This is an optimization exercise on Yosys and OpenROAD, whose aim is small area and a short achievable clock period, not a production implementation. Where RTL was checked, it was by simulation tests only, not by an equivalence proof against the original.

==> flow/design.v (excerpt) <==
module neuron_l2 (
    input clk,
    input reset,
    input enable,
    input startup,
    input signed [17*16-1:0] in,
    input signed [15:0] weight,
    output reg signed [15:0] out,
    output reg outvalid,
    output reg tmp3
);
export LEC_CHECK = 0
export CAP_MARGIN = 20
export CORE_MARGIN = 2
export CORE_UTILIZATION = 40
export SETUP_SLACK_MARGIN = 4.5
export SLEW_MARGIN = 20
create_clock -name core_clock -period 7.0 [get_ports {clk}]
standard.sh (not shown) runs the stock make flow with config.mk's settings and CLKGATE_MAP_FILE= SYNTH_SCRIPT=/design/flow/synth_recipe.tcl, a recipe that flattens the netlist after the stock synthesis.
==> flow/flow/run.sh <==
#!/bin/bash
# Standard layout, with plain buffers (not delay cells) on the ports.
set -euo pipefail
export BUFFER_PORTS_ARGS="-buffer_cell sky130_fd_sc_hd__buf_2"
bash standard.sh synth > make_synth.log 2>&1
bash standard.sh finish > make_finish.log 2>&1
Then changed:
--- a/flow/design.v
+++ b/flow/design.v
@@ -6,42 +6,35 @@
     input signed [17*16-1:0] in,
     input signed [15:0] weight,
     output reg signed [15:0] out,
     output reg outvalid,
     output reg tmp3
 );
     wire load = enable & startup;
     wire comp = enable & ~startup;
     reg [15:0] C [0:16];
     reg [16:0] V;        
-    reg [4:0] zc;        
-    reg [4:0] wc;        
-    wire [15:0] wn = ~weight;
+    reg [16:0] z;        
+    reg [16:0] wz;       
     integer j;
     always @(posedge clk) begin
-        if (!load) wc <= (zc >= 5'd15) ? zc - 5'd15 : zc + 5'd2;
-        C[0] <= (load & (wc == 5'd0)) ? weight : C[16];
-        for (j = 1; j < 17; j = j + 1)
-            C[j] <= ~((load & (wc == j)) ? ((j % 2) ? weight : wn) : C[j - 1]);
-    end
-    reg [16:0] wsel;
-    always @(*) begin
+        if (!load) wz <= {z[14:0], z[16:15]};
         for (j = 0; j < 17; j = j + 1)
-            wsel[j] = load & (wc == j);
+            C[j] <= (load & wz[j]) ? weight : C[(j + 16) % 17];
     end
     always @(posedge clk or posedge reset) begin
         if (reset) begin
             V <= 17'd0;
-            zc <= 5'd0;
+            z <= 17'd1;
         end else begin
-            V <= wsel | {V[15:0], V[16]};
-            zc <= (zc == 5'd16) ? 5'd0 : zc + 5'd1;
+            V <= ({17{load}} & wz) | {V[15:0], V[16]};
+            z <= {z[15:0], z[16]};
         end
     end
     reg [4:0] raddr;
     reg newIn, s1, s2;
     always @(posedge clk or posedge reset) begin
         if (reset) begin
             raddr <= 0; newIn <= 0; s1 <= 0; s2 <= 0; tmp3 <= 0; outvalid <= 0;
         end else if (enable) begin
             if (startup) begin
                 raddr <= 0; newIn <= 0;
@@ -54,28 +47,28 @@
         end else begin
             raddr <= 0; newIn <= 0;
         end
     end
     wire xon = V[0] & ~newIn;
     reg [15:0] xsel;
     integer i;
     always @(*) begin
         xsel = 16'd0;
         for (i = 0; i < 17; i = i + 1)
-            xsel = xsel | (in[16*i +: 16] & {16{zc == i}});
+            xsel = xsel | (in[16*i +: 16] & {16{z[i] & xon}});
     end
     reg [15:0] xr;
     reg [7:0] bp1, bn1, bp2, bn2;
     wire [16:0] we = {C[0], 1'b0};
     integer d;
     always @(posedge clk) begin
-        xr <= xsel & {16{xon}};
+        xr <= xsel;
         for (d = 0; d < 8; d = d + 1) begin
             bp1[d] <= ~we[2*d+2] & (we[2*d+1] ^ we[2*d]);
             bn1[d] <=  we[2*d+2] & (we[2*d+1] ^ we[2*d]);
             bp2[d] <= ~we[2*d+2] &  we[2*d+1] &  we[2*d];
             bn2[d] <=  we[2*d+2] & ~we[2*d+1] & ~we[2*d];
         end
     end
     wire [7:0] bneg = bn1 | bn2;
     wire [16:0] x1 = {xr[15], xr};
     wire [16:0] x2 = {xr, 1'b0};
Outcome: The changed run completed with no timing, DRC or antenna violations. Non-clock buffer count went down by 23. Hold slack got worse by 0.0097 ns. Count of clock-buffer cells in the layout rose by 2. Wire length increases by roughly a tenth. Core utilization came out lower by 0.50 points. Worst setup slack gets better by 0.062 ns. Final area rose by a few percent. Register-to-register slack gets better by 0.16 ns. Sequential share of layout area rises by 0.90 points. Final cell count is lower slightly.
The RTL of the second run of this note was laid out without a check of its function.


Setup of run M:
neuron_l2 again, from the RTL that the note above started with.
==> flow/design.v (excerpt) <==
module neuron_l2 (
    input clk,
    input reset,
    input enable,
    input startup,
    input signed [17*16-1:0] in,
    input signed [15:0] weight,
    output reg signed [15:0] out,
    output reg outvalid,
    output reg tmp3
);
export LEC_CHECK = 0
export CAP_MARGIN = 20
export CORE_MARGIN = 2
export CORE_UTILIZATION = 40
export CTS_CLUSTER_DIAMETER = 100
export CTS_CLUSTER_SIZE = 30
export SETUP_SLACK_MARGIN = 4.5
export SLEW_MARGIN = 20
create_clock -name core_clock -period 7.0 [get_ports {clk}]
==> flow/flow/run.sh <==
#!/bin/bash
# Standard layout, with plain buffers (not delay cells) on the ports.
set -euo pipefail
export BUFFER_PORTS_ARGS="-buffer_cell sky130_fd_sc_hd__buf_1"
bash standard.sh synth > make_synth.log 2>&1
bash standard.sh finish > make_finish.log 2>&1
### run M -> run G
--- a/flow/design.v
+++ b/flow/design.v
@@ -7,33 +7,47 @@
     input signed [15:0] weight,
     output reg signed [15:0] out,
     output reg outvalid,
     output reg tmp3
 );
     wire load = enable & startup;
     wire comp = enable & ~startup;
     reg [15:0] C [0:16];
     reg [16:0] V;        
     reg [4:0] zc;        
-    reg [4:0] wc;        
-    wire [15:0] wn = ~weight;
-    integer j;
-    always @(posedge clk) begin
-        if (!load) wc <= (zc >= 5'd15) ? zc - 5'd15 : zc + 5'd2;
-        C[0] <= (load & (wc == 5'd0)) ? weight : C[16];
-        for (j = 1; j < 17; j = j + 1)
-            C[j] <= ~((load & (wc == j)) ? ((j % 2) ? weight : wn) : C[j - 1]);
-    end
+    reg [4:0] pc;        
+    reg dly;             
+    reg ld1;
+    reg [15:0] wr1;
+    wire [4:0] tn = (zc >= 5'd15) ? zc - 5'd15 : zc + 5'd2;   
+    wire wen = dly ? ld1 : load;
+    wire [15:0] wd = dly ? wr1 : weight;
+    wire [15:0] wdn = ~wd;
     reg [16:0] wsel;
+    integer j;
     always @(*) begin
         for (j = 0; j < 17; j = j + 1)
-            wsel[j] = load & (wc == j);
+            wsel[j] = (j % 2 == 0) & wen & (pc == j);
+    end
+    always @(posedge clk) begin
+        ld1 <= load;
+        wr1 <= weight;
+        if (!load) begin
+            pc <= tn + {4'd0, tn[0]};
+            dly <= tn[0];
+        end
+        C[0] <= wsel[0] ? wd : C[16];
+        for (j = 1; j < 17; j = j + 1)
+            if (j % 2)
+                C[j] <= C[j - 1];
+            else
+                C[j] <= ~(wsel[j] ? ((j % 4 == 2) ? wd : wdn) : C[j - 1]);
     end
     always @(posedge clk or posedge reset) begin
         if (reset) begin
             V <= 17'd0;
             zc <= 5'd0;
         end else begin
             V <= wsel | {V[15:0], V[16]};
             zc <= (zc == 5'd16) ? 5'd0 : zc + 5'd1;
         end
     end
@@ -58,29 +72,29 @@
     wire xon = V[0] & ~newIn;
     reg [15:0] xsel;
     integer i;
     always @(*) begin
         xsel = 16'd0;
         for (i = 0; i < 17; i = i + 1)
             xsel = xsel | (in[16*i +: 16] & {16{zc == i}});
     end
     reg [15:0] xr;
     reg [7:0] bp1, bn1, bp2, bn2;
-    wire [16:0] we = {C[0], 1'b0};
+    wire [16:0] we = {C[0], 1'b0};   
     integer d;
     always @(posedge clk) begin
-        xr <= xsel & {16{xon}};
+        xr <= xsel;
         for (d = 0; d < 8; d = d + 1) begin
-            bp1[d] <= ~we[2*d+2] & (we[2*d+1] ^ we[2*d]);
-            bn1[d] <=  we[2*d+2] & (we[2*d+1] ^ we[2*d]);
-            bp2[d] <= ~we[2*d+2] &  we[2*d+1] &  we[2*d];
-            bn2[d] <=  we[2*d+2] & ~we[2*d+1] & ~we[2*d];
+            bp1[d] <= xon & ~we[2*d+2] & (we[2*d+1] ^ we[2*d]);
+            bn1[d] <= xon &  we[2*d+2] & (we[2*d+1] ^ we[2*d]);
+            bp2[d] <= xon & ~we[2*d+2] &  we[2*d+1] &  we[2*d];
+            bn2[d] <= xon &  we[2*d+2] & ~we[2*d+1] & ~we[2*d];
         end
     end
     wire [7:0] bneg = bn1 | bn2;
     wire [16:0] x1 = {xr[15], xr};
     wire [16:0] x2 = {xr, 1'b0};
     wire [16:0] pp0 = ({17{bp1[0]}} & x1) | ({17{bn1[0]}} & ~x1) | ({17{bp2[0]}} & x2) | ({17{bn2[0]}} & ~x2);
     wire [16:0] pp1 = ({17{bp1[1]}} & x1) | ({17{bn1[1]}} & ~x1) | ({17{bp2[1]}} & x2) | ({17{bn2[1]}} & ~x2);
     wire [16:0] pp2 = ({17{bp1[2]}} & x1) | ({17{bn1[2]}} & ~x1) | ({17{bp2[2]}} & x2) | ({17{bn2[2]}} & ~x2);
     wire [16:0] pp3 = ({17{bp1[3]}} & x1) | ({17{bn1[3]}} & ~x1) | ({17{bp2[3]}} & x2) | ({17{bn2[3]}} & ~x2);
     wire [16:0] pp4 = ({17{bp1[4]}} & x1) | ({17{bn1[4]}} & ~x1) | ({17{bp2[4]}} & x2) | ({17{bn2[4]}} & ~x2);
==> results.txt <==
The end point of the critical path comes out out[3] in one run and xr[9] in the other, namely in run M and run G respectively.
In the metrics for run M and run G, the one carrying the higher area of the mapped netlist is run M.
| number of buffers added for setup after CTS | higher: run G |
Against run M as the reference, run G delivers a lower clock buffer count in the final layout.
Higher setup slack goes to run M over run G.
On total wire length after detailed routing: run G sits below run M.
Clock skew essentially unchanged between run M and run G.
For run G, only the layout was checked, not whether the RTL still works.

## port drivers added, routing unchanged
The results above use ideal ports. As a check the final layouts listed here were re-extracted and re-timed, cells and wires unchanged. Step 1 assumes that a clkbuf_16 drives the clock port and a buf_2 every other input. Step 2 adds t to the input delays and takes it off the output delays; t is the mean of the earliest and latest rising clock arrival at the registers after step 1. Input paths then give back, and output paths get back, about the clock's delay inside the block. a / b / c = no drivers / after step 1 / after step 2; a / b = the first two.
run | t (ns) | setup slack, ns | slew at the worst register clock pin (ns)
the first run of note 1 | 0.666 | 4.394 / 4.384 / 3.948 | 0.07 / 0.07
the second run of note 1 | 0.666 | 4.456 / 4.401 / 4.131 | 0.07 / 0.07
run M | 0.633 | 4.412 / 4.378 / 3.876 | 0.11 / 0.11
run G | 0.635 | 4.304 / 4.304 / 3.954 | 0.12 / 0.12
After both steps every run listed still meets setup and hold. The setup slack of run M, which loses most, moves by -0.034 ns with the drivers and by -0.536 ns with both steps.
